Context: an optimization exercise on an open-source flow, tuned for small area, a short achievable clock period and few clock cycles. The choices shown serve that exercise and are no tape-out recipe.
Only simulation tests tie the RTL to the original design; equivalence was not proved.
Power and IR drop assume default switching activity.

## flow/design.v

```verilog
`default_nettype none
module top (
    input clk,
    output [31:0] InstructionAddress,
    input [31:0] InstructionData,
    output [31:0] DataAddress,
    output [31:0] WriteData,
    input [31:0] ReadData,
    output oe,
    output we,
    input rst
);
  reg  [31:2] pc;   
  reg  [31:2] pcD;   
  reg         pT;   
  reg  [31:0] ir;
  reg         vD;
  reg  [ 4:0] irB;   
  reg hAE, hAM, hAW, hBE, hBM, hBW;   
  reg  [31:0] eA, eB, eS;
  reg  [ 3:0] eFn;
  reg         eSub, eSlowZ;
  reg  [ 4:0] eSh;   
  reg         eWen, eLd, eSt;
  reg  [ 4:0] eRc;
  reg  [31:0] mY, mS;
  reg         mWen, mLd, mSt;
  reg  [ 4:0] mRc;
  reg         mZ, wZ;   
  reg  [31:0] wY;
  reg         wWen, wLd;
  reg  [ 4:0] wRc;
  reg  [31:0] rf   [0:30];
  reg  [30:0] rfv;
  assign InstructionAddress = {pc, 2'b00};
  assign DataAddress = mY;
  assign WriteData = mS;
  assign oe = mLd;
  assign we = mSt;
  wire [5:0] op = ir[31:26];
  wire [4:0] rc = ir[25:21];
  wire [4:0] ra = ir[20:16];
  wire [4:0] rb = ir[15:11];
  wire [31:0] sxt = {{16{ir[15]}}, ir[15:0]};
  wire isAlu = op[5] & ~((op[3:1] == 3'b001) | (op[2:0] == 3'b111));
  wire isAluR = isAlu & ~op[4];
  wire isHalt = (op == 6'b0);
  wire o5 = ~op[5] & ~isHalt;   
  wire isLd = o5 & (op[2:0] == 3'b000);
  wire isSt = o5 & (op[2:0] == 3'b001);
  wire isJmp = o5 & (op[2:0] == 3'b011);
  wire isBeq = o5 & (op[2:0] == 3'b101);
  wire isBne = o5 & (op[2:0] == 3'b110);
  wire isLdr = o5 & (op[2:0] == 3'b111);
  wire isIll = ~isHalt & ~isAlu & ~isLd & ~isSt & ~isJmp & ~isBeq & ~isBne & ~isLdr;
  wire isBr = isBeq | isBne;
  wire link = isJmp | isBr | isIll;
  wire [4:0] rbx = irB;
  wire useA = ~isLdr;
  wire useB = isAluR | isSt;
  wire [31:0] aluY;
  wire zE;
  wire [31:0] wd = wLd ? ReadData : wY;
  function automatic [31:0] rfread(input [4:0] r);
    integer i;
    begin
      rfread = 32'b0;
      for (i = 0; i < 31; i = i + 1) rfread = rfread | (rf[i] & {32{(r == i) & rfv[i]}});
    end
  endfunction
  wire eHitA = hAE;
  wire eHitB = hBE;
  wire mHitA = hAM;
  wire mHitB = hBM;
  wire wHitA = hAW;
  wire wHitB = hBW;
  wire [31:0] rdA0 = mHitA ? mY : (wHitA ? wd : rfread(ra));
  wire [31:0] rdB0 = mHitB ? mY : (wHitB ? wd : rfread(rbx));
  wire [31:0] rdA = eHitA ? aluY : rdA0;
  wire [31:0] rdB = eHitB ? aluY : rdB0;
  wire ldHaz = ((eLd & eHitA) | (mLd & mHitA)) & useA | ((eLd & eHitB) | (mLd & mHitB)) & useB;
  wire stall = vD & (isHalt | ldHaz | (isBr & eHitA & eSlowZ));
  wire go = vD & ~stall;
  reg [30:0] rfz;   
  reg zRF;
  integer q;
  always @* begin
    zRF = 1'b1;
    for (q = 0; q < 31; q = q + 1) if (ra == q && rfv[q] && !rfz[q]) zRF = 1'b0;
  end
  wire zW = wLd ? (ReadData == 32'b0) : wZ;
  wire z = eHitA ? zE : (mHitA ? mZ : (wHitA ? zW : zRF));
  wire [31:2] brT = pcD + sxt[29:0];
  wire taken = (isBeq & z) | (isBne & ~z);
  wire redirect = go & ((taken ^ pT) | isJmp | isIll);
  wire [31:2] target = isJmp ? rdA[31:2] : (isIll ? 30'd1 : (pT ? pcD : brT));
  wire [5:0] fop = InstructionData[31:26];
  wire fo5 = ~fop[5] & (fop != 6'b0);
  wire fBeq = fo5 & (fop[2:0] == 3'b101);
  wire fBne = fo5 & (fop[2:0] == 3'b110);
  wire fRa31 = (InstructionData[20:16] == 5'd31);
  wire fPred = (fBeq & fRa31) | ((fBeq | fBne) & InstructionData[15] & ~(fBne & fRa31));
  wire [31:2] pcInc = pc + 30'd1;
  wire [31:2] fT = pcInc + {{14{InstructionData[15]}}, InstructionData[15:0]};
  always @(posedge clk) begin
    if (rst) begin
      pc <= 30'b0;
      vD <= 1'b0;
      pT <= 1'b0;
    end else if (!stall) begin
      pc <= redirect ? target : (fPred ? fT : pcInc);
      vD <= ~redirect;
      pT <= fPred;
    end
    if (!stall) ir <= InstructionData;
    if (!stall) pcD <= pcInc;
    if (!stall) irB <= nrb;
    if (rst) begin
      {hAE, hAM, hAW, hBE, hBM, hBW} <= 6'b0;
    end else begin
      hAE <= eWenN & (eRcN == nra);
      hAM <= eWen & (eRc == nra);
      hAW <= mWen & (mRc == nra);
      hBE <= eWenN & (eRcN == nrb);
      hBM <= eWen & (eRc == nrb);
      hBW <= mWen & (mRc == nrb);
    end
  end
  wire [31:0] id = InstructionData;
  wire idSt = ~id[31] & (id[28:26] == 3'b001);
  wire [4:0] nra = stall ? ra : id[20:16];
  wire [4:0] nrb = stall ? irB : (idSt ? id[25:21] : id[15:11]);
  wire sub = isAlu & ((op[3:0] == 4'b0001) | (op[3:2] == 2'b01));
  wire [31:0] imm = link ? 32'b0 : (isLdr ? {sxt[29:0], 2'b00} : sxt);
  wire [31:0] bsel = isAluR ? rdB : imm;
  wire [4:0] eRcN = isIll ? 5'd30 : rc;
  wire eWenN = go & ~isSt & (eRcN != 5'd31);
  always @(posedge clk) begin
    if (rst) begin
      eWen <= 1'b0;
      eLd  <= 1'b0;
      eSt  <= 1'b0;
    end else begin
      eWen <= eWenN;
      eLd  <= go & (isLd | isLdr);
      eSt  <= go & isSt;
    end
    eRc <= eRcN;
    eA <= (isLdr | link) ? {pcD, 2'b00} : rdA;
    eB <= sub ? ~bsel : bsel;
    eSub <= sub;
    eFn <= isAlu ? op[3:0] : 4'b0000;
    eSlowZ <= isAlu & (op[3] ? op[2] : (op[2] & (op[1:0] != 2'b00)));
    eS <= rdB;
    eSh <= (isAlu & op[3] & op[2]) ? bsel[4:0] : 5'b0;
  end
  wire [32:0] sum1 = {eA, eSub} + {eB, eSub};   
  wire [31:0] sum = sum1[32:1];
  wire [31:0] t = eA ^ eB;
  wire eq = &t;   
  wire lt = (eA[31] == eB[31]) ? eA[31] : sum[31];
  wire [31:0] lg = eFn[1] ? (eFn[0] ? ~t : t) : (eFn[0] ? (eA | eB) : (eA & eB));
  wire cmp = (eFn[1:0] == 2'b00) ? eq : (eFn[1:0] == 2'b01) ? lt : (lt | eq);
  wire shl = (eFn[1:0] == 2'b00);
  wire fill = (eFn[1:0] == 2'b10) & eA[31];
  reg [31:0] shin, shout, shr;
  integer k;
  always @* begin
    for (k = 0; k < 32; k = k + 1) shin[k] = shl ? eA[31-k] : eA[k];
    shr = shin;
    if (eSh[0]) shr = {{1{fill}}, shr[31:1]};
    if (eSh[1]) shr = {{2{fill}}, shr[31:2]};
    if (eSh[2]) shr = {{4{fill}}, shr[31:4]};
    if (eSh[3]) shr = {{8{fill}}, shr[31:8]};
    if (eSh[4]) shr = {{16{fill}}, shr[31:16]};
    for (k = 0; k < 32; k = k + 1) shout[k] = shl ? shr[31-k] : shr[k];
  end
  assign aluY = (eFn[3:2] == 2'b00) ? sum :
                (eFn[3:2] == 2'b01) ? {31'b0, cmp} :
                (eFn[3:2] == 2'b10) ? lg : shout;
  wire zSum = (t == {eA[30:0] | eB[30:0], eSub});
  assign zE = (eFn[3:2] == 2'b00) ? zSum : (eFn[3:2] == 2'b01) ? ~eq : ~|lg;
  always @(posedge clk) begin
    if (rst) begin
      mWen <= 1'b0;
      mLd  <= 1'b0;
      mSt  <= 1'b0;
      wWen <= 1'b0;
    end else begin
      mWen <= eWen;
      mLd  <= eLd;
      mSt  <= eSt;
      wWen <= mWen;
    end
    mRc <= eRc;
    mY  <= aluY;
    mZ  <= (aluY == 32'b0);
    wZ  <= mZ;
    mS  <= eS;
    wLd <= mLd;
    wRc <= mRc;
    wY  <= mY;
  end
  integer j;
  always @(posedge clk) begin
    for (j = 0; j < 31; j = j + 1) begin
      if (wWen && wRc == j) rf[j] <= wd;
      if (wWen && wRc == j) rfz[j] <= zW;
    end
    if (rst) rfv <= 31'b0;
    else
      for (j = 0; j < 31; j = j + 1) begin
        if (wWen && wRc == j) rfv[j] <= 1'b1;
      end
  end
endmodule
```

## flow/config.mk

```make
export PLATFORM = sky130hd
export DESIGN_NAME = top
export DESIGN_NICKNAME = top
export VERILOG_FILES = /design/flow/design.v
export SDC_FILE = /design/flow/constraint.sdc
export NUM_CORES = 4
export LEC_CHECK = 0
export CAP_MARGIN = 20
export CORE_MARGIN = 2
export CORE_UTILIZATION = 45
export PLACE_DENSITY = 0.5
export SETUP_SLACK_MARGIN = 5.0
export SLEW_MARGIN = 20
```

## flow/run.sh

```bash
#!/bin/bash
# synth_recipe.tcl (not shown) runs the flow's synth.tcl, then flattens the netlist and writes it again
# the make line also repeats each setting of config.mk as NAME=value (left out here)
make -C /OpenROAD-flow-scripts/flow DESIGN_CONFIG=/design/flow/config.mk WORK_HOME=/design/flow/orfs CLKGATE_MAP_FILE= SYNTH_SCRIPT=/design/flow/synth_recipe.tcl finish
```

## flow/constraint.sdc

```tcl
create_clock -name core_clock -period 9.0 [get_ports {clk}]
set_input_delay 1.8000 -clock core_clock [delete_from_list [all_inputs] [get_ports {clk}]]
set_output_delay 1.8000 -clock core_clock [all_outputs]
set_load 0.01 [all_outputs]
```

==> impl_metrics.yaml, run 1 <==
setup_path:
  end_kind: "flip-flop"
  crit_type: "flip-flop to flip-flop"
  crit_arrival_ns: 5.07
  cp.required_ns: 9.76
  critPathLaunchType: "flip-flop"
  crit_path_max_fanout: 22
power:
  p_leak_nw: 28.4
  ir_worst_vdd_mv: 0.159
  power_density_mw_per_mm2: 203
clock_network:
  path_clk_slew_ns: 0.06
  h-tree-depth: 4
  clock-sinks: 1387
  clk_path_buf_depth: 3
  cts_tree: "built"
  root_buffer: "clkbuf_16"
  numCtsBuffers: 155
  clk-insertion-delay-late_ns: 0.84
  ctsHoldBuffers: 0
sta:
  tns_ns: 0
  fmax_mhz: 232
  tightestPinTransition_ns: 1.31
  period_minus_slack_ns: 4.31
  post-route-period-util_pct: 47.9
  finalMaxSlewViolations: 0
  slew_headroom_pct: 11.2
  hold_viol: 0
  rsz0062_at_grt: "yes"
  final-setup-viol-count: 0
  worst_hold_slack_ns: 0.324
  clock_skew_ns: 0.0437
floorplanning:
  io_pins: 164
  coreArea_mm2: 0.150
  start_util_pct: 45.3
  die_h_um: 392
  core.rowCount: 142
  die_area_mm2: 0.154
  fp.dieW_um: 392
grt:
  antenna_found_initial: 21
  track_usage_pct: 46.5
  grt_pass1_vias: 56600
  grt_overflow: 0
  grt_max_degree: 66
  grt_pass1_wl_um: 487000
yosys:
  synthSimpleGateAreaFrac_pct: 9.69
  syn_inst: 5731
  synth_edf_count: 1090
  synth_top_family_by_area: "compound AO/OA/AOI/OAI gates"
  synth_seq_cells: 1387
  synth-xor-area-share_pct: 2.30
  synth_flop_cell: "edfxtp_1"
  yosys.cell_count.top_type: "edfxtp_1"
  synth_area_leader_cell: "edfxtp_1"
  synth_top_area_share_pct: 48.2
  synth_compound_area_share_pct: 20.3
  synth_common_cells: "edfxtp_1 (1090), a22oi_1 (475), clkbuf_1 (361)"
  avgSynthCellArea_um2: 11.8
  synth_mux_area_share_pct: 4.70
  async_reset_ff_share_pct: 0
  synth.top_cells.by_area: "edfxtp_1 (48%), dfxtp_1 (8.8%), a22oi_1 (5.3%), a221oi_1 (3.5%), a22o_1 (3.4%)"
  synth_area_mm2: 0.0679
  yosysUniqueCellTypes: 96
  yosysSeqAreaShare_pct: 57.0
  synth-warning-count: 2
  yosys.area_share.adder_pct: 2.36
finish:
  drive_above_1_share_pct: 21.2
  nNetsFinal: 6165
  area_growth_pct: 21.8
drt:
  wl_per_cell_um: 45.0
  wl_um: 367000
  first_iter_violations: 11800
  via_count: 61100
  drc_errors: 0
  antenna_left: 0
  via_per_inst: 7.51
  dr.pass1.iters: 9
placement:
  dp_hpwl_um: 221000
  gp_congestion: 0.986
  port_buffers: 161
run:
  cap_violations: 0
run_status:
  outcome: "complete, no violations"
worst_hold_path:
  min_path_type: "flip-flop to flip-flop"
-- state kept, by name, indices dropped and copies added, names as in the netlist, 4 cells and up --
register / count
mY: 32
rf: 992
pcD: 30
eRc: 5
mRc: 5
eSh: 5
ir: 32
eS: 32
mS: 32
irB: 5
eB: 32
rfv: 31
eA: 32
eFn: 4
wY: 32
wRc: 5
rfz: 31
pc: 30
-- through the flow --
step                      total power, mW  setup slack, ns  utilization, %  area (um^2)  std cells
after global placement               9.96             2.35            48.3        72400       7644
after floorplan                      8.88             4.50               -        68200       5732
after CTS                            16.6             4.86            54.3        81300       8065
after global routing                 17.1             4.70            55.2        82700       8123
final                                16.8             4.69            55.2        82700       8137
after detailed placement             9.95             2.37            48.3        72400       7645
-- layout make-up --
cell class | instances | area, um^2
multi-input combinational | 3713 | 30100
fill | 12700 | 67100
clock inverter | 89 | 880
tap | 2016 | 2520
antenna | 19 | 47.5
timing repair inverter | 3 | 18.8
sequential | 1387 | 38800
timing repair buffer | 536 | 5440
inverter | 177 | 704
clock buffer | 197 | 4200
-- where the power goes --
group	internal, mW	leakage, nW	total (mW)	switching (mW)
Clock	3.60	2.45	6.46	2.86
Combinational	0.928	13.5	2.67	1.74
Sequential	7.40	12.4	7.65	0.251
Total	11.9	28.4	16.8	4.85
-- path summary, 6_finish.rpt --
| kind | start | to | slack [ns] | cells past startpoint |
|---|---|---|---|---|
| worst max-delay path | ir[19]$_DFFE_PN_ | pc[12]$_SDFFE_PP0N_ | 4.69 | 14 |
| worst min register to register | eS[4]$_DFF_P_ | mS[4]$_DFF_P_ | 0.32 | 0 |
| worst max register to register | ir[19]$_DFFE_PN_ | pc[12]$_SDFFE_PP0N_ | 4.69 | 14 |
| worst min-delay path | eS[4]$_DFF_P_ | mS[4]$_DFF_P_ | 0.32 | 0 |
-- critical path: stages, from the launching register on --
cell and delay [ns]:
edfxtp_1 0.50, buf_4 0.19, nor2_2 0.37, and3_4 0.55
buf_6 0.50, a21oi_1 0.13, and4_1 0.19, nand4_1 0.09
nor3_1 0.07, buf_4 0.18, a211oi_2 0.36, a211oi_1 0.16
or3_4 0.46, a311o_1 0.33, a21oi_1 0.12
-- metal layers --
layer  up-vias  wire length (um)  GRT usage (%)
li1      23400                 -              -
met5         -               167              0
met2      5851            154000           68.0
met4        18             34200           33.5
met3      1673             52200           16.8
met1     30100            126000           56.8
-- cells in the final DEF (no fill, tap or decap), drive strengths merged, types with 19 or more instances in the layout --
| cell | Yosys | layout |
|---|---|---|
| clkdlybuf4s50 | 0 | 119 |
| a221o | 24 | 24 |
| nor3 | 95 | 95 |
| clkbuf | 361 | 202 |
| a21o | 47 | 47 |
| nand4 | 151 | 151 |
| nand2 | 318 | 318 |
| dlygate4sd2 | 0 | 20 |
| dfxtp | 297 | 297 |
| a221oi | 276 | 276 |
| o21ai | 162 | 162 |
| nand3 | 134 | 134 |
| mux4 | 49 | 49 |
| and2 | 27 | 27 |
| and3 | 87 | 87 |
| diode | 0 | 19 |
| o31ai | 21 | 21 |
| nor2 | 286 | 286 |
| o211ai | 19 | 19 |
| xnor2 | 111 | 111 |
| nor4 | 51 | 51 |
| a22o | 266 | 266 |
| inv | 173 | 181 |
| a211oi | 115 | 115 |
| clkinv | 4 | 61 |
| mux2 | 41 | 41 |
| nor2b | 31 | 31 |
| a22oi | 475 | 475 |
| edfxtp | 1090 | 1090 |
| a21oi | 242 | 242 |
| mux2i | 162 | 162 |
| ha | 123 | 123 |
| a31oi | 19 | 19 |
| xor2 | 67 | 67 |
| buf | 94 | 370 |
-- what timing repair did --
| item | 4_1_cts | 5_1_grt |
|---|---|---|
| gates resized for setup | 654 | 214 |
| hold endpoints to repair | 0 | 0 |
| buffers inserted | 121 | 50 |
| pin swaps | 92 | 79 |
| endpoints found under the setup margin | 153 | 96 |
| gates cloned | 13 | 3 |
-- cell families (layout without fill, tap and decap cells) --
| logic type | count (synthesis) | in the layout |
|---|---|---|
| compound gates | 1847 | 1847 |
| xor+xnor | 178 | 178 |
| fa+ha+maj | 126 | 126 |
| buf+inv | 632 | 1002 |
| flops | 1387 | 1387 |
| mux | 252 | 252 |
| other cells | 1 | 21 |
| simple gates | 1308 | 1308 |
Testbench counts, summed over its fixed seeds: cycles 67,600.
==> inputs of run 2 (changes only) <==
--- a/flow/config.mk
+++ b/flow/config.mk
@@ -10,2 +10,4 @@
 export CORE_UTILIZATION = 45
+export CTS_CLUSTER_DIAMETER = 100
+export CTS_CLUSTER_SIZE = 20
 export PLACE_DENSITY = 0.5
==> impl_metrics.yaml, run 2 <==
power:
  power_density_mw_per_mm2: 180
  p_leak_nw: 26.9
  ir_worst_vdd_mv: 0.141
finish:
  nNetsFinal: 6056
  largest_register: "rf"
  area_growth_pct: 17.3
  largest_reg_flops: 992
  final_cell_mix: "edfxtp_1 (1090), a22oi_1 (468), nand2_1 (306), a221oi_1 (266), a22o_1 (266)"
  final_common_cell: "edfxtp_1"
  final_cell_count_no_fill: 7939
  drive_above_1_share_pct: 18.9
setup_path:
  crit_type: "flip-flop to flip-flop"
  max_stage_delay_ns: 0.46
  cp_slowest_cell: "a2111o_1"
  cp_cell_sequence: "buf_8 > buf_4 > mux2_2 > o22ai_4 > nand4_1 > nor4_2 > nand4_1 > buf_4 > a2111o_1 > buf_6 > a2111oi_4 > a2111oi_4 > buf_4 > buf_12 > nor2_4 > clkbuf_16 > o211ai_1 > and3_1"
  end_kind: "flip-flop"
  cp_top_family: "compound AO/OA/AOI/OAI gates"
  crit_top_cell: "buf_4"
  ff2ff_setup_slack_ns: 4.67
  crit_arrival_ns: 4.97
  cp.required_ns: 9.64
  crit_path_max_fanout: 6
  critPathLaunchType: "flip-flop"
  cp_num_buf_inv: 7
  r2r_cells: 18
  path_depth: 18
worst_hold_path:
  min_path_type: "flip-flop to flip-flop"
  holdPathStages: 0
sta:
  post-route-period-util_pct: 48.1
  hold_viol: 0
  fmax_mhz: 231
  clock_skew_ns: 0.0492
  tightestPinTransition_ns: 1.33
  finalMaxSlewViolations: 0
  tns_ns: 0
  slew_headroom_pct: 9.53
  final-setup-viol-count: 0
  rsz0062_at_grt: "yes"
  period_minus_slack_ns: 4.33
clock_network:
  clock-sinks: 1387
  h-tree-depth: 3
  numCtsBuffers: 81
  clk_path_buf_depth: 3
  ctsHoldBuffers: 0
  path_clk_slew_ns: 0.09
  cts_tree: "built"
  root_buffer: "clkbuf_16"
  clk-insertion-delay-late_ns: 0.77
yosys:
  synth_top_area_share_pct: 48.2
  yosysSeqAreaShare_pct: 57.0
  synth_area_leader_cell: "edfxtp_1"
  yosys.cell_count.top_type: "edfxtp_1"
  async_reset_ff_share_pct: 0
  synth.top_cells.by_area: "edfxtp_1 (48%), dfxtp_1 (8.8%), a22oi_1 (5.3%), a221oi_1 (3.5%), a22o_1 (3.4%)"
  synth_area_mm2: 0.0679
  yosysUniqueCellTypes: 96
  avgSynthCellArea_um2: 11.8
  synth_edf_count: 1090
  synth_flop_cell: "edfxtp_1"
  synth_common_cells: "edfxtp_1 (1090), a22oi_1 (475), clkbuf_1 (361)"
  synth_seq_cells: 1387
  syn_inst: 5731
  synth-warning-count: 2
floorplanning:
  coreArea_mm2: 0.150
  die_area_mm2: 0.154
  start_util_pct: 45.3
  io_pins: 164
  core.rowCount: 142
  die_h_um: 392
  fp.dieW_um: 392
placement:
  dp_cells: 7645
  gp_congestion: 0.986
  port_buffers: 161
  dp_hpwl_um: 221000
grt:
  grt_pass1_vias: 56000
  antenna_found_initial: 21
  grt_pass1_wl_um: 484000
  grt_max_degree: 66
  track_usage_pct: 46.1
  grt_overflow: 0
drt:
  first_iter_violations: 11500
  via_per_inst: 7.61
  wl_per_cell_um: 45.9
  wl_um: 364000
  antenna_left: 0
  dr.pass1.iters: 7
  via_count: 60400
  drc_errors: 0
run_status:
  outcome: "complete, no violations"
run:
  cap_violations: 0
==> run 2: cells by family after synthesis <==
group / share of synthesized area (%)
buf+inv: 3.66
mux: 4.70
flops: 57.0
compound gates: 20.3
simple gates: 9.69
xor+xnor: 2.30
other cells: 0.00553
fa+ha+maj: 2.36
==> run 2: worst paths after layout <==
path,start,end
worst min register to register,eS[24]$_DFF_P_,mS[24]$_DFF_P_
worst max-delay path,eFn[1]$_SDFF_PN0_,pc[28]$_SDFFE_PP0N_
worst min-delay path,eS[24]$_DFF_P_,mS[24]$_DFF_P_
worst max register to register,eFn[1]$_SDFF_PN0_,pc[28]$_SDFFE_PP0N_
==> run 2: metal layers <==
layer	up-vias	routed length [um]	global-route usage, %
li1	23100	-	-
met1	29900	126000	56.8
met2	5841	153000	67.5
met3	1618	51600	15.4
met4	14	34000	33.9
met5	-	85	0
==> run 2: layout make-up <==
class                   instances  area, um^2
multi-input cells            3713       30000
clock inverters                15         251
repair inverters                4        23.8
flip-flops and latches       1387       38800
inverters                     177         701
diodes                         18        45.0
fillers                     12900       70100
well taps                    2016        2520
repair buffers                500        5060
clock buffers                 109        2160
==> run 2: stage by stage <==
step | power (mW) | instance area [um^2] | utilization (%) | worst slack (ns) | hold WS, ns
5_1_grt | 14.7 | 79600 | 53.1 | 4.64 | 0.336
4_1_cts | 14.1 | 78300 | 52.3 | 4.79 | 0.329
2_1_floorplan | 8.88 | 68200 | - | 4.50 | 0.310
6_report | 14.4 | 79600 | 53.2 | 4.67 | 0.329
3_3_place_gp | 9.96 | 72400 | 48.3 | 2.35 | 0.312
3_5_place_dp | 9.95 | 72400 | 48.3 | 2.37 | 0.312
==> run 2: worst reg2reg max path, stage by stage (launching register included) <==
cell,delay (ns)
dfxtp_4,0.45
buf_8,0.18
buf_4,0.17
mux2_2,0.36
o22ai_4,0.24
nand4_1,0.17
nor4_2,0.35
nand4_1,0.13
buf_4,0.19
a2111o_1,0.46
buf_6,0.14
a2111oi_4,0.38
a2111oi_4,0.08
buf_4,0.18
buf_12,0.13
nor2_4,0.17
clkbuf_16,0.19
o211ai_1,0.07
and3_1,0.17
==> run 2: repair_timing <==
action	in CTS	in global routing
endpoints found under the setup margin	185	95
cloned	12	4
pin swaps	100	81
gates resized for setup	632	220
setup buffers	104	31
==> run 2: power breakdown <==
group	switching, mW	internal, mW	leakage (nW)
registers	0.255	7.39	12.4
clock network	2.31	1.79	1.17
logic	1.72	0.897	13.3
total	4.29	10.1	26.9
==> inputs of run 3 (changes only) <==
--- a/flow/design.v
+++ b/flow/design.v
@@ -81,3 +81,3 @@
   wire ldHaz = ((eLd & eHitA) | (mLd & mHitA)) & useA | ((eLd & eHitB) | (mLd & mHitB)) & useB;
-  wire stall = vD & (isHalt | ldHaz | (isBr & eHitA & eSlowZ));
+  wire stall = vD & (isHalt | ldHaz | (isBr & eHitA & eSlowZ) | ((isBr | isJmp) & wHitA & wLd));
   wire go = vD & ~stall;
@@ -91,3 +91,3 @@
   wire zW = wLd ? (ReadData == 32'b0) : wZ;
-  wire z = eHitA ? zE : (mHitA ? mZ : (wHitA ? zW : zRF));
+  wire z = eHitA ? zE : (mHitA ? mZ : (wHitA ? wZ : zRF));   
   wire [31:2] brT = pcD + sxt[29:0];
@@ -103,3 +103,4 @@
   wire [31:2] pcInc = pc + 30'd1;
-  wire [31:2] fT = pcInc + {{14{InstructionData[15]}}, InstructionData[15:0]};
+  wire [30:0] fT1 = {pc, 1'b1} + {{14{InstructionData[15]}}, InstructionData[15:0], 1'b1};
+  wire [31:2] fT = fT1[30:1];   
   always @(posedge clk) begin
--- a/flow/config.mk
+++ b/flow/config.mk
@@ -15 +15,2 @@
 export SLEW_MARGIN = 20
+export TNS_END_PERCENT = 10
==> impl_metrics.yaml, run 3 <==
clock_network:
  clock-sinks: 1387
  path_clk_slew_ns: 0.10
  clk-insertion-delay-late_ns: 0.76
  h-tree-depth: 3
  ctsHoldBuffers: 0
  root_buffer: "clkbuf_16"
  cts_tree: "built"
  numCtsBuffers: 84
  clk_path_buf_depth: 3
sta:
  post-route-period-util_pct: 46.9
  clock_skew_ns: 0.0541
  finalMaxSlewViolations: 0
  slew_headroom_pct: 18.8
  rsz0062_at_grt: "yes"
  period_minus_slack_ns: 4.22
  hold_viol: 0
  tightestPinTransition_ns: 1.22
  worst_hold_slack_ns: 0.330
  final-setup-viol-count: 0
  tns_ns: 0
  fmax_mhz: 237
placement:
  port_buffers: 161
  gp_congestion: 1.04
  dp_hpwl_um: 218000
  dp_cells: 7629
drt:
  dr.pass1.iters: 9
  dr.max_layer_used: "met5"
  wl_met3_um: 50000
  wl_um: 362000
  via_count: 60100
  first_iter_violations: 11400
  drt-met1-wl_um: 126000
  wl_met2_um: 154000
  wl_per_cell_um: 45.8
  antenna_left: 0
  via_per_inst: 7.59
  drc_errors: 0
finish:
  largest_reg_flops: 992
  post-route-util_pct: 52.0
  nNetsFinal: 6039
  final_common_cell: "edfxtp_1"
  largest_register: "rf"
  seq_area_mm2: 0.0388
  drive_above_1_share_pct: 15.3
  final_cell_count_no_fill: 7920
  final_cell_mix: "edfxtp_1 (1090), a22oi_1 (430), nand2_1 (288), a221oi_1 (286), a22o_1 (280)"
  nFillCells: 13100
  multi_input_area_mm2: 0.0287
  area_growth_pct: 14.8
run:
  cap_violations: 0
yosys:
  synth_edf_count: 1090
  synth_flop_cell: "edfxtp_1"
  synth_area_leader_cell: "edfxtp_1"
  synth_common_cells: "edfxtp_1 (1090), a22oi_1 (434), clkbuf_1 (393)"
  synth.top_cells.by_area: "edfxtp_1 (48%), dfxtp_1 (8.8%), a22oi_1 (4.8%), a221oi_1 (3.9%), a22o_1 (3.6%)"
  yosysUniqueCellTypes: 88
  yosys.cell_count.top_type: "edfxtp_1"
  synth_top_area_share_pct: 48.3
  synth-warning-count: 2
  async_reset_ff_share_pct: 0
  yosysSeqAreaShare_pct: 57.1
  avgSynthCellArea_um2: 11.8
  synth_area_mm2: 0.0678
  synth_seq_cells: 1387
  syn_inst: 5749
setup_path:
  crit_path_max_fanout: 32
  end_kind: "flip-flop"
  crit_type: "flip-flop to flip-flop"
  ff2ff_setup_slack_ns: 4.78
  cp.required_ns: 9.55
  timing.rr.start: "irB[1]$_DFFE_PN_"
  critPathLaunchType: "flip-flop"
  r2r_cells: 13
  crit_arrival_ns: 4.77
  r2r_end: "eB[15]$_DFF_P_"
worst_hold_path:
  hp-start: "eS[23]$_DFF_P_"
  min_path_type: "flip-flop to flip-flop"
  whs_endpoint: "mS[23]$_DFF_P_"
  holdPathStages: 0
power:
  power.total_mw: 14.4
  ir_worst_vdd_mv: 0.165
  p_leak_nw: 26.6
  power_density_mw_per_mm2: 185
grt:
  track_usage_pct: 45.5
  grt_pass1_wl_um: 477000
  grt_max_degree: 66
  antenna_found_initial: 24
  grt_pass1_vias: 55300
  grt_overflow: 0
floorplanning:
  start_util_pct: 45.3
  core.rowCount: 142
  die_area_mm2: 0.154
  io_pins: 164
  die_h_um: 392
  coreArea_mm2: 0.150
  fp.dieW_um: 392
run_status:
  outcome: "complete, no violations"
run 3: cell types whose count changed after synthesis, moves of 14 or more:
cell / previous run / this run
nor2_1: 284 / 300
nand4_1: 151 / 168
o21ai_0: 162 / 144
nor4_1: 51 / 30
nand2_1: 318 / 288
nand2b_1: 17 / 31
inv_1: 171 / 187
a21oi_1: 242 / 269
a22o_1: 266 / 280
clkbuf_1: 361 / 393
a211oi_1: 115 / 149
a22oi_1: 475 / 434
xor2_1: 67 / 81
a221oi_1: 275 / 298
run 3: worst max-delay path, cell delays in order, from the launching register on:
cell and delay [ns]:
edfxtp_1 0.37, buf_4 0.20, nor4b_1 0.39, and3_2 0.23, buf_4 0.75, a22o_1 0.25, a221oi_1 0.06, nand4_1 0.14
nor3_4 0.09, a211oi_1 0.30, a211oi_1 0.12, a21oi_1 0.37, o21ai_0 0.16, xnor2_1 0.57
run 3: repair_timing:
| action | 4_1_cts | 5_1_grt |
|---|---|---|
| setup endpoints to repair | 143 | 87 |
| resized for setup | 315 | 177 |
| pin swaps | 51 | 64 |
| gates cloned | 3 | 6 |
| buffers inserted | 81 | 56 |
run 3: power by group:
part	switching [mW]	internal, mW	leakage [nW]	total (mW)
combinational	1.68	0.825	12.8	2.50
sequential	0.303	7.42	12.6	7.72
clock	2.35	1.79	1.18	4.15
run 3: area by class of cell:
type                       count  area share, %
sequential                  1387           49.8
tap                         2016           3.24
antenna                       13         0.0418
timing repair buffer         480           5.88
inverter                     190          0.944
multi-input combinational   3704           36.9
clock inverter                16          0.252
clock buffer                 114           2.90
run 3: cells by family after synthesis:
kind of cell / count (synthesis) / share of synthesized area, %
compound gates: 1886 / 20.7
xor+xnor: 185 / 2.39
fa+ha+maj: 126 / 2.36
buf+inv: 663 / 3.79
flops: 1387 / 57.1
mux: 243 / 4.38
other cells: 1 / 0.00553
simple gates: 1258 / 9.30
run 3: worst max-delay path by stage:
stage,start,end,slack (ns)
after global routing,ir[18]$_DFFE_PN_,pc[11]$_SDFFE_PP0N_,4.87
after global placement,eA[22]$_DFF_P_,pc[27]$_SDFFE_PP0N_,3.32
after floorplan,InstructionData[0],pc[24]$_SDFFE_PP0N_,4.86
after detailed placement,eA[23]$_DFF_P_,pc[21]$_SDFFE_PP0N_,3.37
final,irB[1]$_DFFE_PN_,eB[15]$_DFF_P_,4.78
after CTS,irB[3]$_DFFE_PN_,eB[10]$_DFF_P_,4.87
run 3: stage by stage:
| stage | cell area (um^2) | setup WS, ns |
|---|---|---|
| after floorplan | 68000 | 4.86 |
| after global placement | 72000 | 3.32 |
| after detailed placement | 72000 | 3.37 |
| after CTS | 76400 | 4.87 |
| after global routing | 77800 | 4.87 |
| final | 77800 | 4.78 |
run 3: routing by layer:
metal	vias to the layer above	track usage [%]
li1	23000	-
met1	29800	56.0
met2	5690	67.9
met3	1618	14.4
met4	20	31.4
met5	-	0.478
Testbench counts of run 3, summed over its fixed seeds: cycles 67,753.
==> inputs of run 4 (changes only) <==
--- a/flow/config.mk
+++ b/flow/config.mk
@@ -9,6 +9,6 @@
 export CORE_MARGIN = 2
-export CORE_UTILIZATION = 45
+export CORE_UTILIZATION = 60
 export CTS_CLUSTER_DIAMETER = 100
 export CTS_CLUSTER_SIZE = 20
-export PLACE_DENSITY = 0.5
+export PLACE_DENSITY = 0.55
 export SETUP_SLACK_MARGIN = 5.0
==> impl_metrics.yaml, run 4 <==
drt:
  drc_errors: 0
  wl_um: 323000
  dr.pass1.iters: 13
  wl_per_cell_um: 44.0
  via_per_inst: 8.28
  antenna_left: 0
  via_count: 60800
  first_iter_violations: 14600
finish:
  largest_register: "rf"
  area_growth_pct: 12.6
  nNetsFinal: 5990
  multi_input_area_mm2: 0.0284
  post-route-util_pct: 68.0
  final_cell_mix: "edfxtp_1 (1090), a22oi_1 (432), a221oi_1 (294), nand2_1 (287), a22o_1 (280)"
  drive_above_1_share_pct: 13.7
  nFillCells: 8200
  seq_area_mm2: 0.0387
  final_cell_count_no_fill: 7346
  largest_reg_flops: 992
  final_common_cell: "edfxtp_1"
yosys:
  synth_common_cells: "edfxtp_1 (1090), a22oi_1 (434), clkbuf_1 (393)"
  yosysUniqueCellTypes: 88
  synth_area_leader_cell: "edfxtp_1"
  yosys.cell_count.top_type: "edfxtp_1"
  avgSynthCellArea_um2: 11.8
  syn_inst: 5749
  yosysSeqAreaShare_pct: 57.1
  synth_area_mm2: 0.0678
  synth_top_area_share_pct: 48.3
  synth_edf_count: 1090
  synth.top_cells.by_area: "edfxtp_1 (48%), dfxtp_1 (8.8%), a22oi_1 (4.8%), a221oi_1 (3.9%), a22o_1 (3.6%)"
  synth-warning-count: 2
  async_reset_ff_share_pct: 0
  synth_flop_cell: "edfxtp_1"
  synth_seq_cells: 1387
power:
  power_density_mw_per_mm2: 184
  ir_worst_vdd_mv: 0.239
  power.total_mw: 14.1
  p_leak_nw: 26.1
clock_network:
  path_clk_slew_ns: 0.09
  h-tree-depth: 3
  clk_path_buf_depth: 3
  clk-insertion-delay-late_ns: 0.75
  cts_tree: "built"
  clock-sinks: 1387
  root_buffer: "clkbuf_16"
  numCtsBuffers: 81
run:
  cap_violations: 0
setup_path:
  cp_cell_sequence: "buf_2 > nor2_1 > and4_4 > buf_4 > a22o_1 > a221oi_1 > nand3_1 > nor3_2 > a211oi_1 > a21oi_2 > a21oi_2 > a21oi_1 > xnor2_2"
  end_kind: "flip-flop"
  cp_slowest_cell: "buf_4"
  r2r_end: "eB[4]$_DFF_P_"
  timing.rr.start: "irB[3]$_DFFE_PN_"
  ff2ff_setup_slack_ns: 4.59
  critPathLaunchType: "flip-flop"
  cp_num_buf_inv: 2
  crit_path_max_fanout: 18
  crit_top_cell: "a21oi_2"
  max_stage_delay_ns: 0.60
  r2r_cells: 13
  cp.required_ns: 9.59
  crit_arrival_ns: 5.00
  cp_top_family: "compound AO/OA/AOI/OAI gates"
  crit_type: "flip-flop to flip-flop"
sta:
  fmax_mhz: 227
  finalMaxSlewViolations: 0
  slew_headroom_pct: 16.7
  final-setup-viol-count: 0
  rsz0062_at_grt: "yes"
  clock_skew_ns: 0.0454
  tightestPinTransition_ns: 1.21
  tns_ns: 0
  worst_hold_slack_ns: 0.329
  post-route-period-util_pct: 49.0
  period_minus_slack_ns: 4.41
  hold_viol: 0
floorplanning:
  die_h_um: 340
  start_util_pct: 60.4
  io_pins: 164
  die_area_mm2: 0.116
  core.rowCount: 123
  coreArea_mm2: 0.112
  fp.dieW_um: 340
worst_hold_path:
  hp-start: "eS[18]$_DFF_P_"
  whs_endpoint: "mS[18]$_DFF_P_"
  holdPathStages: 0
  min_path_type: "flip-flop to flip-flop"
placement:
  dp_hpwl_um: 195000
  port_buffers: 161
  dp_cells: 7103
  gp_congestion: 1.09
grt:
  antenna_found_initial: 17
  track_usage_pct: 53.7
  grt_overflow: 0
  grt_pass1_vias: 55500
  grt_max_degree: 77
  grt_pass1_wl_um: 433000
run_status:
  outcome: "complete, no violations"
[run 4: cell counts after synthesis]
Identical to the previous run, type by type.
[run 4: per-layer routing]
layer  vias up  wire, um  GRT usage (%)
li1      22900         -              -
met1     28700    101000           62.8
met2      6856    127000           73.6
met3      2312     59400           28.9
met4        56     35200           40.9
met5         -       939           2.04
[run 4: layout make-up]
| class | instances | area share [%] |
|---|---|---|
| Sequential cell | 1387 | 50.8 |
| Multi-Input combinational cell | 3702 | 37.3 |
| Timing Repair Buffer | 436 | 5.46 |
| Clock buffer | 111 | 2.80 |
| Tap cell | 1500 | 2.46 |
| Inverter | 190 | 0.961 |
| Clock inverter | 12 | 0.239 |
| Antenna cell | 8 | 0.0262 |
[run 4: power breakdown]
part	internal [mW]	leakage (nW)	switching (mW)
Clock	1.70	1.12	2.23
Sequential	7.42	12.6	0.274
Combinational	0.808	12.4	1.64
Total	9.93	26.1	4.14
[run 4: how the worst max path moves through the flow]
stage	start	to	slack, ns	cells past startpoint
floorplan	InstructionData[0]	pc[24]$_SDFFE_PP0N_	4.86	15
global placement	InstructionData[15]	pc[31]$_SDFFE_PP0N_	3.47	11
detailed placement	InstructionData[15]	pc[31]$_SDFFE_PP0N_	3.49	11
CTS	ir[16]$_DFFE_PN_	pc[18]$_SDFFE_PP0N_	4.81	12
global route	irB[1]$_DFFE_PN_	eB[13]$_DFF_P_	4.77	13
finish	irB[3]$_DFFE_PN_	eB[4]$_DFF_P_	4.59	13
[run 4: kinds of logic after synthesis]
family,synth area share (%)
other,0.00553
AOI/OAI and AO/OA,20.7
DFF,57.1
adders and majority gates,2.36
buffers and inverters,3.79
and+or+nand+nor,9.30
muxes,4.38
xor gates and xnor gates,2.39
[run 4: what timing repair did]
action	in CTS	in global routing
setup endpoints to repair	137	161
endpoints found under the hold margin	0	0
hold buffers	0	0
pin swaps	37	44
gates cloned	2	3
gates resized for setup	208	216
buffers inserted	40	65
[run 4: through the flow]
stage / setup slack (ns) / cell area [um^2]
finish: 4.59 / 76300
global route: 4.77 / 76300
CTS: 4.81 / 74700
detailed placement: 3.49 / 71200
global placement: 3.47 / 71200
floorplan: 4.86 / 68000
==> inputs of run 5 (changes only) <==
--- a/flow/design.v
+++ b/flow/design.v
@@ -28,3 +28,2 @@
   reg  [ 4:0] mRc;
-  reg         mZ, wZ;   
   reg  [31:0] wY;
@@ -90,4 +89,5 @@
   end
+  wire wZ = (wY == 32'b0);
   wire zW = wLd ? (ReadData == 32'b0) : wZ;
-  wire z = eHitA ? zE : (mHitA ? mZ : (wHitA ? wZ : zRF));   
+  wire z = eHitA ? zE : (mHitA ? (mY == 32'b0) : (wHitA ? wZ : zRF));   
   wire [31:2] brT = pcD + sxt[29:0];
@@ -105,2 +105,10 @@
   wire [31:2] fT = fT1[30:1];   
+  wire [31:2] seqPc = fPred ? fT : pcInc;
+  wire [31:2] brPc = pT ? pcD : brT;
+  wire jmpIll = go & (isJmp | isIll);
+  wire rdZ = jmpIll | (go & isBr & (isBeq ^ pT));   
+  wire rdNZ = jmpIll | (go & isBr & (isBne ^ pT));   
+  wire [31:2] jiPc = isJmp ? rdA[31:2] : 30'd1;
+  wire [31:2] pcZ = jmpIll ? jiPc : ((go & isBr & (isBeq ^ pT)) ? brPc : seqPc);
+  wire [31:2] pcNZ = jmpIll ? jiPc : ((go & isBr & (isBne ^ pT)) ? brPc : seqPc);
   always @(posedge clk) begin
@@ -111,4 +119,4 @@
     end else if (!stall) begin
-      pc <= redirect ? target : (fPred ? fT : pcInc);
-      vD <= ~redirect;
+      pc <= z ? pcZ : pcNZ;
+      vD <= z ? ~rdZ : ~rdNZ;
       pT <= fPred;
@@ -135,3 +143,6 @@
   wire [31:0] imm = link ? 32'b0 : (isLdr ? {sxt[29:0], 2'b00} : sxt);
-  wire [31:0] bsel = isAluR ? rdB : imm;
+  wire [31:0] bsel0 = isAluR ? rdB0 : imm;
+  wire bFwd = eHitB & isAluR;   
+  wire aFwd = eHitA & ~(isLdr | link);
+  wire [31:0] aluYx = sub ? ~aluY : aluY;
   wire [4:0] eRcN = isIll ? 5'd30 : rc;
@@ -149,4 +160,4 @@
     eRc <= eRcN;
-    eA <= (isLdr | link) ? {pcD, 2'b00} : rdA;
-    eB <= sub ? ~bsel : bsel;
+    eA <= aFwd ? aluY : ((isLdr | link) ? {pcD, 2'b00} : rdA0);
+    eB <= bFwd ? aluYx : (sub ? ~bsel0 : bsel0);
     eSub <= sub;
@@ -155,3 +166,3 @@
     eS <= rdB;
-    eSh <= (isAlu & op[3] & op[2]) ? bsel[4:0] : 5'b0;
+    eSh <= (isAlu & op[3] & op[2]) ? (bFwd ? aluY[4:0] : bsel0[4:0]) : 5'b0;
   end
@@ -182,3 +193,4 @@
   wire zSum = (t == {eA[30:0] | eB[30:0], eSub});
-  assign zE = (eFn[3:2] == 2'b00) ? zSum : (eFn[3:2] == 2'b01) ? ~eq : ~|lg;
+  wire zLg = eFn[1] ? (eFn[0] ? eq : ~|t) : (eFn[0] ? ~|(eA | eB) : ~|(eA & eB));
+  assign zE = (eFn[3:2] == 2'b00) ? zSum : (eFn[3:2] == 2'b01) ? ~eq : zLg;
   always @(posedge clk) begin
@@ -197,4 +209,2 @@
     mY  <= aluY;
-    mZ  <= (aluY == 32'b0);
-    wZ  <= mZ;
     mS  <= eS;
--- a/flow/config.mk
+++ b/flow/config.mk
@@ -9,6 +9,6 @@
 export CORE_MARGIN = 2
-export CORE_UTILIZATION = 60
+export CORE_UTILIZATION = 45
 export CTS_CLUSTER_DIAMETER = 100
 export CTS_CLUSTER_SIZE = 20
-export PLACE_DENSITY = 0.55
+export PLACE_DENSITY = 0.5
 export SETUP_SLACK_MARGIN = 5.0
==> impl_metrics.yaml, run 5 <==
clock_network:
  h-tree-depth: 3
  cts_tree: "built"
  clock-sinks: 1385
  clk_path_buf_depth: 3
  numCtsBuffers: 80
  path_clk_slew_ns: 0.09
  root_buffer: "clkbuf_16"
  clk-insertion-delay-late_ns: 0.79
placement:
  port_buffers: 161
  placed_area_mm2: 0.0724
  gp_congestion: 1.05
  dp_hpwl_um: 224000
floorplanning:
  io_pins: 164
  coreArea_mm2: 0.150
  die_area_mm2: 0.155
  core.rowCount: 142
  start_util_pct: 45.4
  fp.dieW_um: 393
  die_h_um: 393
power:
  ir_worst_vdd_mv: 0.145
  power_density_mw_per_mm2: 173
  p_switching_mw: 3.83
  p_leak_nw: 26.4
  p_clk_share_pct: 29.9
  intPower_mw: 9.57
  comb_power_share_pct: 13.8
  swShare_pct: 28.6
  seqPwrFrac_pct: 56.2
finish:
  nNetsFinal: 6096
  largest_reg_flops: 992
  post-route-util_pct: 51.5
  area_growth_pct: 13.4
  drive_above_1_share_pct: 13.6
  fin_area_mm2: 0.0773
  final_common_cell: "edfxtp_1"
  final_cell_mix: "edfxtp_1 (1090), a22oi_1 (541), nand2_1 (348), dfxtp_1 (259), a21oi_1 (258)"
  largest_register: "rf"
worst_hold_path:
  holdPathStages: 0
  min_path_type: "flip-flop to flip-flop"
yosys:
  synth_flop_cell: "edfxtp_1"
  yosysUniqueCellTypes: 98
  synth_area_mm2: 0.0682
  yosys.cell_count.top_type: "edfxtp_1"
  async_reset_ff_share_pct: 0
  yosysSeqAreaShare_pct: 56.7
  synth_common_cells: "edfxtp_1 (1090), a22oi_1 (541), clkbuf_1 (382)"
  synth_top_area_share_pct: 48.0
  synth_edf_count: 1090
  synth_seq_cells: 1385
  synth.top_cells.by_area: "edfxtp_1 (48%), dfxtp_1 (8.7%), a22oi_1 (6.0%), a221oi_1 (3.0%), a22o_1 (2.8%)"
  synth_area_leader_cell: "edfxtp_1"
  syn_inst: 5851
  synth-warning-count: 2
  avgSynthCellArea_um2: 11.7
setup_path:
  cp.required_ns: 9.56
  critPathLaunchType: "flip-flop"
  end_kind: "flip-flop"
  crit_arrival_ns: 4.87
  crit_path_max_fanout: 19
  r2r_cells: 12
  crit_type: "flip-flop to flip-flop"
sta:
  rsz0062_at_grt: "yes"
  post-route-period-util_pct: 47.8
  slew_headroom_pct: 9.34
  fmax_mhz: 232
  finalMaxSlewViolations: 0
  hold_viol: 0
  worst_hold_slack_ns: 0.328
  tns_ns: 0
  period_minus_slack_ns: 4.30
  final-setup-viol-count: 0
  clock_skew_ns: 0.0746
  tightestPinTransition_ns: 1.32
grt:
  antenna_found_initial: 26
  grt_pass1_wl_um: 485000
  met2_usage_pct: 67.8
  grt_overflow: 0
  track_usage_pct: 45.3
  grt_pass1_vias: 56300
  grt_max_degree: 65
  busiest_layer: "met2"
  met3_usage_pct: 14.7
  met1_usage_pct: 55.6
drt:
  antenna_left: 0
  dr.pass1.iters: 8
  drc_errors: 0
  via_count: 61000
  via_per_inst: 7.66
  wl_um: 365000
  wl_per_cell_um: 45.9
  first_iter_violations: 11300
run:
  cap_violations: 0
run_status:
  outcome: "complete, no violations"
run 5: final cells by class:
type                            count  area, um^2
Fill cell                       13200       72800
Sequential cell                  1385       38700
Multi-Input combinational cell   3816       28800
Timing Repair Buffer              439        4190
Tap cell                         2016        2520
Clock buffer                      104        2120
Inverter                          181         703
Clock inverter                     12         224
Antenna cell                       12        30.0
Timing Repair inverter              1        5.00
run 5: timing repair:
action	4_1_cts	5_1_grt
gates resized for setup	203	226
pin swaps	18	47
setup buffers	44	52
setup endpoints to repair	181	111
hold buffers	0	0
gates cloned	0	2
run 5: power groups by stage:
stage	clock [mW]	combinational (mW)	sequential (mW)
floorplan	0	0.952	7.52
global placement	0	1.67	7.66
detailed placement	0	1.68	7.66
CTS	4.00	1.71	7.51
global route	4.20	1.93	7.53
finish	4.01	1.86	7.53
run 5: cells by family (layout without fill, tap and decap cells):
| logic type | Yosys count | count (layout) | synth area share, % |
|---|---|---|---|
| AOI/OAI and AO/OA | 1895 | 1895 | 20.4 |
| DFF | 1385 | 1385 | 56.7 |
| and+or+nand+nor | 1381 | 1382 | 10.3 |
| buffers and inverters | 652 | 737 | 3.73 |
| muxes | 225 | 225 | 4.25 |
| xor gates and xnor gates | 186 | 186 | 2.39 |
| adders and majority gates | 126 | 126 | 2.34 |
| other | 1 | 14 | 0.00550 |
run 5: critical path, stage by stage, from the launching register on:
cell and delay (ns):
edfxtp_1 0.50, clkbuf_2 0.22, and3b_1 0.23, and3_2 0.22, buf_4 0.31, a22o_1 0.27, a221oi_1 0.44, nand4_1 0.23
o31ai_4 0.37, o21ai_0 0.30, mux2_2 0.39, a22oi_1 0.39, nor2_1 0.21
run 5: final timing paths:
| path | from | endpoint | slack [ns] |
|---|---|---|---|
| worst max-delay path | irB[0]$_DFFE_PN_ | eSh[1]$_SDFF_PN0_ | 4.70 |
| worst min-delay path | eS[2]$_DFF_P_ | mS[2]$_DFF_P_ | 0.33 |
| worst max register to register | irB[0]$_DFFE_PN_ | eSh[1]$_SDFF_PN0_ | 4.70 |
| worst min register to register | eS[2]$_DFF_P_ | mS[2]$_DFF_P_ | 0.33 |
run 5: stage by stage:
step	setup WS [ns]	cells	power (mW)
2_1_floorplan	4.72	5852	8.48
3_3_place_gp	3.60	7738	9.33
3_5_place_dp	3.62	7740	9.34
4_1_cts	4.79	7900	13.2
5_1_grt	4.86	7955	13.7
6_report	4.70	7966	13.4
run 5: per-layer routing:
metal | share of wire [%] | routed length [um]
met1 | 35 | 127000
met2 | 43 | 156000
met3 | 14 | 49600
met4 | 8.7 | 31800
met5 | 0.048 | 176
Testbench counts of run 5, summed over its fixed seeds: cycles 67,753.
==> inputs of run 6 (changes only) <==
==> flow/flow/run.sh (new file) <==
#!/bin/bash
# The standard layout (standard.sh), with the input and output port buffers
# made of sky130_fd_sc_hd__buf_4 rather than the cell buffer_ports picks by
# default (a slow delay cell). Every port is still buffered.
export BUFFER_PORTS_ARGS="-buffer_cell sky130_fd_sc_hd__buf_4"
bash standard.sh > standard.log 2>&1
==> flow/standard.sh (new file) <==
#!/bin/bash
# synth_recipe.tcl (not shown) runs the flow's synth.tcl, then flattens the netlist and writes it again
# the make line also repeats each setting of config.mk as NAME=value (left out here)
make -C /OpenROAD-flow-scripts/flow DESIGN_CONFIG=/design/flow/config.mk WORK_HOME=/design/flow/orfs CLKGATE_MAP_FILE= SYNTH_SCRIPT=/design/flow/synth_recipe.tcl "${@:-finish}"
removed: flow/run.sh
==> impl_metrics.yaml, run 6 <==
setup_path:
  crit_arrival_ns: 4.86
  end_kind: "flip-flop"
  max_stage_delay_ns: 0.53
  crit_path_max_fanout: 39
  cp.required_ns: 9.66
  cp_cell_sequence: "buf_8 > or2_4 > buf_6 > mux2i_1 > mux4_2 > a31o_1 > nor4b_2 > a21oi_1 > nand2b_1 > a22o_1 > a21oi_1 > nand2_1 > a311oi_2"
  crit_type: "flip-flop to flip-flop"
  cp_top_family: "compound AO/OA/AOI/OAI gates"
  cp_num_buf_inv: 2
  critPathLaunchType: "flip-flop"
  crit_top_cell: "a21oi_1"
  cp_slowest_cell: "mux4_2"
yosys:
  synth_area_mm2: 0.0682
  synth_flop_cell: "edfxtp_1"
  syn_inst: 5851
  synth_area_leader_cell: "edfxtp_1"
  synth.top_cells.by_area: "edfxtp_1 (48%), dfxtp_1 (8.7%), a22oi_1 (6.0%), a221oi_1 (3.0%), a22o_1 (2.8%)"
  synth_common_cells: "edfxtp_1 (1090), a22oi_1 (541), clkbuf_1 (382)"
  yosysSeqAreaShare_pct: 56.7
  synth_top_area_share_pct: 48.0
  avgSynthCellArea_um2: 11.7
  yosysUniqueCellTypes: 98
  yosys.cell_count.top_type: "edfxtp_1"
  async_reset_ff_share_pct: 0
  synth-warning-count: 2
  synth_edf_count: 1090
  synth_seq_cells: 1385
finish:
  multi_input_area_mm2: 0.0285
  nNetsFinal: 6039
  largest_register: "rf"
  nFillCells: 13200
  drive_above_1_share_pct: 14.6
  largest_reg_flops: 992
  area_growth_pct: 11.4
  final_cell_mix: "edfxtp_1 (1090), a22oi_1 (540), nand2_1 (348), buf_4 (321), a21oi_1 (274)"
  post-route-util_pct: 50.6
  fin_area_mm2: 0.0760
  seq_area_mm2: 0.0387
  final_common_cell: "edfxtp_1"
sta:
  fmax_mhz: 239
  period_minus_slack_ns: 4.19
  final.setup.worst_slack_ns: 4.81
  post-route-period-util_pct: 46.6
  clock_skew_ns: 0.0706
  rsz0062_at_grt: "yes"
  final-setup-viol-count: 0
  slew_headroom_pct: 17.5
  hold_viol: 0
  tns_ns: 0
  finalMaxSlewViolations: 0
  tightestPinTransition_ns: 1.20
run_status:
  outcome: "complete, no violations"
grt:
  grt_pass1_vias: 55600
  track_usage_pct: 44.8
  grt_pass1_wl_um: 481000
  grt_overflow: 0
  grt_max_degree: 67
  antenna_found_initial: 16
drt:
  drc_errors: 0
  wl_um: 362000
  antenna_left: 0
  first_iter_violations: 11800
  via_count: 60200
  dr.pass1.iters: 9
  wl_per_cell_um: 45.8
  via_per_inst: 7.62
floorplanning:
  die_area_mm2: 0.155
  die_h_um: 393
  start_util_pct: 45.4
  coreArea_mm2: 0.150
  io_pins: 164
  fp.dieW_um: 393
  core.rowCount: 142
power:
  seqPwrFrac_pct: 56.5
  ir_worst_vdd_mv: 0.163
  comb_power_share_pct: 13.2
  intPower_mw: 9.52
  p_switching_mw: 3.84
  p_clk_share_pct: 30.3
  swShare_pct: 28.7
  power_density_mw_per_mm2: 176
  p_leak_nw: 26.1
placement:
  placed_area_mm2: 0.0719
  port_buffers: 161
  dp_hpwl_um: 221000
  gp_congestion: 1.05
  dp_slack_ns: 4.07
clock_network:
  root_buffer: "clkbuf_16"
  clk-insertion-delay-late_ns: 0.78
  numCtsBuffers: 81
  clock-sinks: 1385
  path_clk_slew_ns: 0.09
  ctsHoldBuffers: 0
  h-tree-depth: 3
  clk_path_buf_depth: 3
  cts_tree: "built"
worst_hold_path:
  min_path_type: "flip-flop to flip-flop"
run:
  cap_violations: 0
run 6: cell count changes in the layout (fill, tap and decap cells not counted), sizes merged:
cell,before,now
buf,276,375
clkinv,8,10
and3,93,94
or2,12,13
diode,12,7
clkinvlp,2,0
clkbuf,108,111
bufinv,1,0
dlymetal6s2s,9,0
clkdlybuf4s50,146,0
dlygate4sd2,4,0
run 6: layout make-up:
class                   count  share of cell area (%)
clock buffers             106                    2.82
inverters                 181                   0.914
diodes                      7                  0.0231
repair buffers            380                    4.16
multi-input cells        3818                    37.5
flip-flops and latches   1385                    50.9
well taps                2016                    3.32
clock inverters            12                   0.311
run 6: metrics by stage:
step	power (mW)	cells	hold slack, ns
after floorplan	8.48	5852	0.310
after global placement	9.29	7734	0.314
after detailed placement	9.29	7734	0.313
after CTS	13.2	7860	0.292
after global routing	13.6	7899	0.301
final	13.4	7905	0.312
run 6: layer usage:
metal	vias to the layer above	part of all wire (%)	track usage, %
met3	1530	14	13.2
met5	-	0.066	0
met2	5832	43	67.0
li1	23200	-	-
met4	22	8.5	29.3
met1	29700	35	56.4
run 6: logic make-up after synthesis:
kind of cell / after synthesis / share of synthesized area, %
compound gates: 1895 / 20.4
flops: 1385 / 56.7
simple gates: 1381 / 10.3
buf+inv: 652 / 3.73
mux: 225 / 4.25
xor+xnor: 186 / 2.39
fa+ha+maj: 126 / 2.34
other cells: 1 / 0.00550
run 6: path summary, 6_finish.rpt:
path,depth (start not counted),slack [ns],startpoint,to
hold / removal,0,0.31,eS[18]$_DFF_P_,mS[18]$_DFF_P_
hold reg to reg,0,0.31,eS[18]$_DFF_P_,mS[18]$_DFF_P_
setup reg to reg,13,4.81,eFn[0]$_SDFF_PN0_,pc[28]$_SDFFE_PP0N_
setup / recovery,13,4.81,eFn[0]$_SDFF_PN0_,pc[28]$_SDFFE_PP0N_
run 6: repair_timing:
item / CTS / global route
endpoints found under the setup margin: 147 / 123
gates cloned: 1 / 2
resized for setup: 139 / 198
pin swaps: 6 / 24
buffers inserted: 7 / 35
run 6: power groups by stage:
stage / registers [mW] / clock network [mW] / logic [mW]
detailed placement: 7.67 / 0 / 1.62
floorplan: 7.52 / 0 / 0.952
global route: 7.54 / 4.24 / 1.84
finish: 7.55 / 4.05 / 1.76
CTS: 7.53 / 4.03 / 1.64
global placement: 7.68 / 0 / 1.62
==> inputs of run 7 (changes only) <==
--- a/flow/config.mk
+++ b/flow/config.mk
@@ -11,3 +11,3 @@
 export CTS_CLUSTER_DIAMETER = 100
-export CTS_CLUSTER_SIZE = 20
+export CTS_CLUSTER_SIZE = 24
 export PLACE_DENSITY = 0.5
==> impl_metrics.yaml, run 7 <==
drt:
  drc_errors: 0
  dr.pass1.iters: 7
  wl_um: 361000
  wl_per_cell_um: 45.6
  first_iter_violations: 11800
  antenna_left: 0
  via_per_inst: 7.60
  via_count: 60200
clock_network:
  ctsHoldBuffers: 0
  clk_path_buf_depth: 3
  numCtsBuffers: 70
  cts_tree: "built"
  clk-insertion-delay-late_ns: 0.74
  clock-sinks: 1385
  root_buffer: "clkbuf_16"
  path_clk_slew_ns: 0.10
  h-tree-depth: 3
sta:
  hold_viol: 0
  final-setup-viol-count: 0
  finalMaxSlewViolations: 0
  period_minus_slack_ns: 4.23
  post-route-period-util_pct: 46.9
  fmax_mhz: 237
  slew_headroom_pct: 17.4
  final.setup.worst_slack_ns: 4.77
  tns_ns: 0
  clock_skew_ns: 0.0572
  rsz0062_at_grt: "yes"
  tightestPinTransition_ns: 1.20
setup_path:
  max_stage_delay_ns: 0.57
  cp_slowest_cell: "a21oi_1"
  path_depth: 13
  crit_type: "flip-flop to flip-flop"
  crit_top_cell: "a211oi_1"
  r2r_end: "pc[9]$_SDFFE_PP0N_"
  crit_arrival_ns: 4.85
  critPathLaunchType: "flip-flop"
  cp.required_ns: 9.62
  end_kind: "flip-flop"
  crit_path_max_fanout: 21
  r2r_cells: 13
  ff2ff_setup_slack_ns: 4.77
  cp_top_family: "compound AO/OA/AOI/OAI gates"
  cp_num_buf_inv: 2
  cp_cell_sequence: "buf_4 > nor3b_4 > and3_4 > buf_6 > a22o_1 > a221oi_1 > nand4_1 > nor3_1 > a211oi_1 > a211oi_1 > a21oi_1 > nand2_1 > a311oi_1"
  timing.rr.start: "ir[16]$_DFFE_PN_"
grt:
  grt_pass1_vias: 55300
  grt_max_degree: 67
  grt_overflow: 0
  grt_pass1_wl_um: 480000
  met3_usage_pct: 13.2
  met2_usage_pct: 66.8
  busiest_layer: "met2"
  met1_usage_pct: 56.3
  track_usage_pct: 44.7
  antenna_found_initial: 20
finish:
  post-route-util_pct: 50.7
  fin_area_mm2: 0.0761
  largest_reg_flops: 992
  multi_input_area_mm2: 0.0286
  final_common_cell: "edfxtp_1"
  area_growth_pct: 11.5
  largest_register: "rf"
  nNetsFinal: 6056
  nFillCells: 13300
  drive_above_1_share_pct: 15.2
  seq_area_mm2: 0.0387
  final_cell_mix: "edfxtp_1 (1090), a22oi_1 (540), nand2_1 (348), buf_4 (340), a21oi_1 (271)"
floorplanning:
  coreArea_mm2: 0.150
  start_util_pct: 45.4
  io_pins: 164
  fp.dieW_um: 393
  die_area_mm2: 0.155
  die_h_um: 393
  core.rowCount: 142
worst_hold_path:
  hp-start: "eS[23]$_DFF_P_"
  holdPathStages: 0
  whs_endpoint: "mS[23]$_DFF_P_"
  min_path_type: "flip-flop to flip-flop"
power:
  ir_worst_vdd_mv: 0.163
  p_leak_nw: 26.2
  power_density_mw_per_mm2: 172
yosys:
  synthSimpleGateAreaFrac_pct: 10.3
  synth_top_family_by_area: "compound AO/OA/AOI/OAI gates"
  synth_top_area_share_pct: 48.0
  yosys.area_share.adder_pct: 2.34
  synth-xor-area-share_pct: 2.39
  syn_inst: 5851
  synth_edf_count: 1090
  synth-warning-count: 2
  synth_compound_area_share_pct: 20.4
  avgSynthCellArea_um2: 11.7
  synth.top_cells.by_area: "edfxtp_1 (48%), dfxtp_1 (8.7%), a22oi_1 (6.0%), a221oi_1 (3.0%), a22o_1 (2.8%)"
  yosys.cell_count.top_type: "edfxtp_1"
  synth_flop_cell: "edfxtp_1"
  async_reset_ff_share_pct: 0
  synth_area_leader_cell: "edfxtp_1"
  yosysUniqueCellTypes: 98
  yosysSeqAreaShare_pct: 56.7
  synth_seq_cells: 1385
  synth_mux_area_share_pct: 4.25
  synth_common_cells: "edfxtp_1 (1090), a22oi_1 (541), clkbuf_1 (382)"
  synth_area_mm2: 0.0682
placement:
  placed_area_mm2: 0.0719
  dp_hpwl_um: 221000
  port_buffers: 161
  gp_congestion: 1.05
  dp_slack_ns: 4.07
run:
  cap_violations: 0
run_status:
  outcome: "complete, no violations"
## run 7: cell counts after synthesis
No cell type changed its count.
## run 7: how the worst max path moves through the flow
stage | endpoint | from | slack, ns
after CTS | eB[16]$_DFF_P_ | irB[2]$_DFFE_PN_ | 4.73
after floorplan | pc[30]$_SDFFE_PP0N_ | InstructionData[0] | 4.72
after detailed placement | pc[29]$_SDFFE_PP0N_ | eFn[0]$_SDFF_PN0_ | 4.07
after global placement | rfz[28]$_DFFE_PP_ | ReadData[2] | 3.97
final | pc[9]$_SDFFE_PP0N_ | ir[16]$_DFFE_PN_ | 4.77
after global routing | eB[17]$_DFF_P_ | irB[2]$_DFFE_PN_ | 4.86
## run 7: cell type report
cell class              instances  share of cell area (%)
flip-flops and latches       1385                    50.9
multi-input cells            3818                    37.6
repair buffers                408                    4.50
well taps                    2016                    3.32
clock buffers                  95                    2.54
inverters                     181                   0.916
clock inverters                 9                   0.184
diodes                          7                  0.0230
## run 7: layer usage
layer / vias to the layer above / part of all wire (%)
li1: 23200 / -
met2: 5746 / 43
met1: 29700 / 35
met3: 1512 / 14
met4: 32 / 8.3
met5: - / 0.066
## run 7: cell families (layout without fill, tap and decap cells)
group / count (synthesis) / count (layout)
AOI/OAI and AO/OA: 1895 / 1895
xor gates and xnor gates: 186 / 186
adders and majority gates: 126 / 126
buffers and inverters: 652 / 693
DFF: 1385 / 1385
muxes: 225 / 225
other: 1 / 9
and+or+nand+nor: 1381 / 1384
## run 7: what timing repair did
action,CTS,global route
pin swaps,6,28
hold endpoints to repair,0,0
buffers inserted,8,62
resized for setup,141,236
endpoints found under the setup margin,140,121
gates cloned,1,2
## run 7: metrics by stage
step	std cells	total power, mW	hold slack, ns
finish	7919	13.1	0.333
detailed placement	7734	9.29	0.313
global placement	7734	9.29	0.314
CTS	7847	12.9	0.333
global route	7913	13.4	0.335
floorplan	5852	8.48	0.310
## run 7: where the power goes
group          leakage, nW  total [mW]  internal (mW)  switching [mW]
Sequential            12.6        7.55           7.27           0.275
Combinational         12.6        1.77          0.541            1.23
Clock                0.998        3.77           1.54            2.23

separate check: timing with driven ports:
The results above use ideal ports. As a check the final layouts listed here were re-extracted and re-timed, cells and wires unchanged. Step 1 sets driving cells, clkbuf_16 on the clock port and buf_2 on the other inputs (assumed; they add their load-dependent delay and slew). Step 2 also shifts input and output timing later by t, the mid clock arrival at the registers, as if the neighbouring blocks saw the same clock. Three values: ideal ports, drivers, drivers and shift; two values: the first two.
run | shift t [ns] | setup slack, ns | hold WS [ns] | worst setup path after step 2 | cell pins on the clock port's net
run 1 | 0.905 | 4.689 / 4.689 / 3.891 | 0.324 / 0.324 / 0.324 | input to register | 1
run 2 | 0.827 | 4.670 / 4.670 / 3.916 | 0.329 / 0.329 / 0.329 | input to register | 1
run 3 | 0.818 | 4.776 / 4.776 / 4.131 | 0.330 / 0.330 / 0.330 | input to register | 1
run 4 | 0.813 | 4.592 / 4.592 / 4.094 | 0.329 / 0.329 / 0.329 | input to register | 1
run 5 | 0.838 | 4.698 / 4.698 / 4.160 | 0.328 / 0.328 / 0.328 | input to register | 1
run 6 | 0.838 | 4.808 / 4.808 / 4.146 | 0.312 / 0.312 / 0.312 | input to register | 1
run 7 | 0.806 | 4.775 / 4.775 / 4.179 | 0.333 / 0.333 / 0.333 | input to register | 1
After both steps setup and hold are still met in every run listed. For run 1, which loses most, drivers alone change the setup slack by 0.000 ns; drivers and shift together by -0.798 ns.
